What follows belongs to an exercise in optimizing a design on an open flow for small area and a short achievable clock period; a production flow would make more cautious choices.
No run shown here included a check of the RTL's function; only the layout flow was run.

## flow/design.v (module list and top-level ports; edited modules follow where they fit)
// module iir_fa: 4 lines
// module iir_ha: 4 lines
// module iir_gp: 4 lines
// module iir_g: 3 lines
// module iir_gpn: 4 lines
// module iir_gn: 3 lines
// module iir_gpi: 4 lines
// module iir_gi: 3 lines
// module iir_nor: 3 lines
// module iir_nand: 3 lines
// module iir_andn: 3 lines
// module iir_gpa: 4 lines
// module iir_ga: 3 lines
// module iir_xo: 3 lines
// module iir_xn: 3 lines
// module iir_or: 3 lines
// module pipelined_iir: 11593 lines
module pipelined_iir(clk, reset, x, y);
  // ...
==> flow/flow/run.sh <==
#!/bin/bash
set -euo pipefail
export SETUP_SLACK_MARGIN=16
bash standard.sh MATCH_CELL_FOOTPRINT=0   finish > standard.log 2>&1
==> flow/standard.sh <==
#!/bin/bash
# synth_recipe.tcl (not shown) runs the flow's synth.tcl, then flattens the netlist and writes it again
# the make line also repeats each setting of config.mk as NAME=value (left out here)
make -C /OpenROAD-flow-scripts/flow DESIGN_CONFIG=/design/flow/config.mk WORK_HOME=/design/flow/orfs CLKGATE_MAP_FILE= SYNTH_SCRIPT=/design/flow/synth_recipe.tcl "${@:-finish}"
==> flow/config.mk <==
export PLATFORM = sky130hd
export DESIGN_NAME = pipelined_iir
export DESIGN_NICKNAME = pipelined_iir
export VERILOG_FILES = /design/flow/design.v
export SDC_FILE = /design/flow/constraint.sdc
export NUM_CORES = 8
export LEC_CHECK = 0
export CAP_MARGIN = 40
export CORE_MARGIN = 2
export CORE_UTILIZATION = 45
export PLACE_DENSITY = 0.75
export SLEW_MARGIN = 40
export SYNTH_HIERARCHICAL = 1
export SYNTH_MINIMUM_KEEP_SIZE = 0
==> flow/constraint.sdc <==
create_clock -name core_clock -period 32.0 [get_ports {clk}]
set_input_delay 6.4000 -clock core_clock [delete_from_list [all_inputs] [get_ports {clk}]]
set_output_delay 6.4000 -clock core_clock [all_outputs]
set_load 0.01 [all_outputs]
==> flow_summary.toml, run 1 <==
[sta]
fin_crit_ns = 17.09
fin_skew_ns = 0.117
worst_slack_ns = 14.91
fin_crit_sh_pct = 53.4
fin_tns_setup_ns = 0

[cts]
clock-root-buffer = "clkbuf_16"

[cells_and_area]
final_common_cell = "fa_1"
final_cell_mix = "fa_1 (4,653), inv_1 (1,962), ha_1 (861), dfxtp_1 (782), buf_4 (624)"
fin_util_pct = 51.4
buffers = 777
seq_area_share_pct = 10.0
fin_cells = 16400
seq_area_sq_mm = 0.0167
nonClockInverterCount = 1987
multi_input_area_sq_mm = 0.125
buffer_area_share_pct = 4.20

[floorplan]
core_sq_mm = 0.323
die_width_um = 574

[worst_setup_path]
slowest_delay_ns = 0.53
cp_top_family = "adder cells"
worstPathArrival_ns = 10.69
cp-startpoint = "x[18]"

[run]
maxCapViolations = 0

[drt]
drtPass1Iterations = 9
routed_wl_mm = 606
routedWlPerCell_um = 36.9

[logic_synthesis]
synth-main-ff-cell = "dfxtp_1"
muxShareOfSynthArea_pct = 0
synth.area.top_cells = "fa_1 (65%), dfxtp_1 (11%), ha_1 (7.7%)"
yosys.area.top_type = "fa_1"
ys_types = 81

[global_routing]
grtUsageMet2_pct = 52.2
grt_pass1_wl_mm = 853
antenna_found_initial = 46

[place]
place_area_sq_mm = 0.158
gp_congestion = 1.05

[outcome]
outcome = "finished clean"
==> run 2: changes to the inputs <==
--- a/flow/config.mk
+++ b/flow/config.mk
@@ -7,8 +7,8 @@
 export LEC_CHECK = 0
 export CAP_MARGIN = 40
 export CORE_MARGIN = 2
-export CORE_UTILIZATION = 45
-export PLACE_DENSITY = 0.75
+export CORE_UTILIZATION = 70
+export PLACE_DENSITY = 0.8
 export SLEW_MARGIN = 40
 export SYNTH_HIERARCHICAL = 1
 export SYNTH_MINIMUM_KEEP_SIZE = 0
==> run 2 against run 1 <==
Largest cell class unchanged. Clock skew shrank 0.078 ns. Critical path depth rose by 1. Non-clock buffer count is 32 lower. Setup slack improved by 0.28 ns. Hold slack better by 0.0041 ns. Flip-flop and latch count is the same. Die area fell by 35%. Via count grew 4.8%. Maximum frequency rose by 1.7%. Critical endpoint is now y[30].
==> flow_summary.toml, run 2 <==
[cells_and_area]
drive_above_1_share_pct = 14.4
final_common_cell = "fa_1"
nFillCells = 12200
nNetsFinal = 17600
seq_area_sq_mm = 0.0167
final_cell_mix = "fa_1 (4,645), inv_1 (1,958), ha_1 (862), dfxtp_1 (793), buf_4 (607)"
area.growth.synth_to_final_pct = 11.7
multi_input_area_sq_mm = 0.125
fin_util_pct = 78.7

[global_routing]
grtUsageMet2_pct = 79.3
use_met1_pct = 66.3
met3_usage_pct = 38.9
antenna_found_initial = 52
grt_pass1_wl_mm = 855
groute.usage.overall_pct = 60.5
overflow = 0
grt_max_degree = 135
busiest_layer = "met2"
grt_pass1_vias = 115000

[drt]
drc_errors = 0
drtPass1Iterations = 9
routedWlPerCell_um = 40.4
drt_iter0_drc = 13500
routed_wl_mm = 600
via_per_inst = 6.94
drtAntennaViolNets = 0
vias = 103000

[logic_synthesis]
synth.top_cell.area_share_pct = 64.9
syn_area_per_cell_sq_um = 13.2
yosysWarningCount = 7
synth_common_cells = "fa_1 (4,732), inv_1 (1,985), ha_1 (895), dfxtp_1 (829), nand2_1 (533)"
synth-seq-cells = 829
yosys.area.top_type = "fa_1"
syn-cell-area_sq_mm = 0.146
synth-main-ff-cell = "dfxtp_1"
syn_inst = 11100
ys_types = 81
synth_enable_flop_cells = 0
synth.area.top_cells = "fa_1 (65%), dfxtp_1 (11%), ha_1 (7.7%)"
synth.most_common_cell = "fa_1"
ys_seq_area_share_pct = 11.4
synthArstFlopShare_pct = 0

[sta]
final_max_slew_viol_count = 0
fin_crit_ns = 16.81
worst_hold_slack_ns = 0.370
fmax_ghz = 0.0595
finalSetupViolCount = 0
rsz0062_at_grt = "yes"
finalHoldViolations = 0
fin_tns_setup_ns = 0
worst-slew-pin-transition_ns = 1.09
slew-limit-headroom_pct = 26.9
fin_skew_ns = 0.0387
fin_crit_sh_pct = 52.5

[worst_hold_path]
min-delay-start = "w7[2]"
hp-class = "reg -> reg"
hold_end = "w6[2]"
hold_depth = 1

[cts]
ctsHoldBuffers = 0
clk_path_buf_depth = 3
cts.sinks = 829
tritoncts = "yes"
clock_latency_ns = 0.86
cts_buffers = 111
clock-root-buffer = "clkbuf_16"
clkTransAtPathRegs_ns = 0.06
htreeDepth = 3

[floorplan]
die_width_um = 461
die_area_sq_mm = 0.212
rows = 167
ios = 66
die_y_um = 461
start_util_pct = 70.4
core_sq_mm = 0.207

[outcome]
outcome = "finished clean"

[worst_setup_path]
r2r_cells = 44
startpoint_type = "input port"
slowest_stage = "fa_2"
r2r_end = "w7[59]"
endpoint_kind = "output pin"
crit_type = "in -> out"
ff2ff_setup_slack_ns = 15.98
r2r_start = "qr[13]"
crit_buf_inv = 6
worstPathArrival_ns = 10.41
slowest_delay_ns = 0.55
worstPathRequired_ns = 25.60
cp_top_family = "adder cells"
path_cells = "dlymetal6s2s_1 > buf_12 > fa_2 > fa_2 > fa_1 > fa_1 > ha_4 > nand2_4 > nor2_4 > buf_6 > a21oi_4 > o21ai_4 > buf_4 > a21o_4 > buf_6 > a21oi_4 > xnor2_1 > buf_2"
crit_path_max_fanout = 7

[place]
portBuffers = 65
hpwl_mm = 436
gp_congestion = 1.11

[run]
maxCapViolations = 0
-- run 2: cell count changes in the layout (fill, tap and decap cells not counted), sizes merged --
cell and delta:
bufinv +3, dlymetal6s2s -9, clkinv -3, a21o +1, inv +3, buf -28
diode +9
-- run 2: area by class of cell --
cell class | instances | share of cell area, %
clock buffers | 148 | 1.94
flip-flops and latches | 829 | 10.2
clock inverters | 61 | 0.596
diodes | 54 | 0.0829
inverters | 1987 | 4.59
repair buffers | 745 | 3.90
multi-input cells | 8238 | 76.5
well taps | 2788 | 2.14
-- run 2: through the flow --
step	area (sq um)	setup slack [ns]	std cells
global route	163000	15.13	14800
global placement	155000	13.78	14400
finish	163000	15.19	14900
CTS	162000	15.23	14800
detailed placement	155000	13.75	14400
floorplan	147000	15.69	11100
-- run 2: cell families after synthesis --
group / Yosys count / synth area share [%]
compound gates: 830 / 4.21
xor+xnor: 337 / 2.02
fa+ha+maj: 5627 / 72.6
buf+inv: 2041 / 5.33
flops: 829 / 11.4
other cells: 1 / 0.00257
simple gates: 1428 / 4.51
-- run 2: repair_timing --
| item | CTS | global route |
|---|---|---|
| cloned | 8 | 0 |
| gates resized for setup | 440 | 75 |
| pin swaps | 185 | 97 |
| setup endpoints to repair | 64 | 69 |
| buffers inserted | 179 | 34 |
-- run 2: how the worst max path moves through the flow --
stage          start     to  slack (ns)  cells after the start
5_1_grt        x[10]  y[17]       15.13                     18
3_5_place_dp   x[30]  y[29]       13.75                     14
6_report       x[22]  y[30]       15.19                     18
3_3_place_gp   x[28]  y[30]       13.78                     14
2_1_floorplan  x[31]  y[30]       15.69                     14
4_1_cts        x[15]  y[30]       15.23                     17
-- run 2: modules after synthesis, one instance, submodules excluded, a selection --
| module | cell area (sq um) | times used | flip-flops and latches |
|---|---|---|---|
| iir_ha | 12.5 | 563 | 0 |
| iir_gpi | 12.5 | 92 | 0 |
| iir_gpa | 13.8 | 15 | 0 |
| iir_andn | 13.8 | 39 | 0 |
| iir_gn | 8.76 | 57 | 0 |
| iir_or | 6.26 | 58 | 0 |
-- run 2: metal layers --
metal	wire, um	up-vias
met5	2310	-
met4	79600	70
met3	108000	4580
met2	240000	10400
met1	171000	52900
li1	-	35100

-- port drivers added, routing unchanged --
The results above use ideal ports. As a check the final layouts listed here were re-extracted and re-timed, cells and wires unchanged. Step 1: set_driving_cell puts a clkbuf_16 on clk and a buf_2 on each other input, an assumption about the parent block. Step 2, shift: input delay + t, output delay - t, t = (earliest + latest rising clock arrival at the registers) / 2. This alone moves slack from input paths to output paths. Three values: ideal ports, drivers, drivers and shift; two values: the first two.
| run | t, ns | slack for setup (ns) | clock arrival spread, ns | worst slew at a driven data input, ns | pins driven straight from the clock port |
|---|---|---|---|---|---|
| run 1 | 1.008 | 14.912 / 14.843 / 14.843 | 0.119 / 0.119 | 0.24 | 1 |
| run 2 | 0.948 | 15.192 / 15.146 / 15.146 | 0.039 / 0.038 | 0.07 | 1 |
After both steps every run listed still meets setup and hold. For run 1, which loses most, drivers alone change the setup slack by -0.069 ns; drivers and shift together by -0.069 ns.
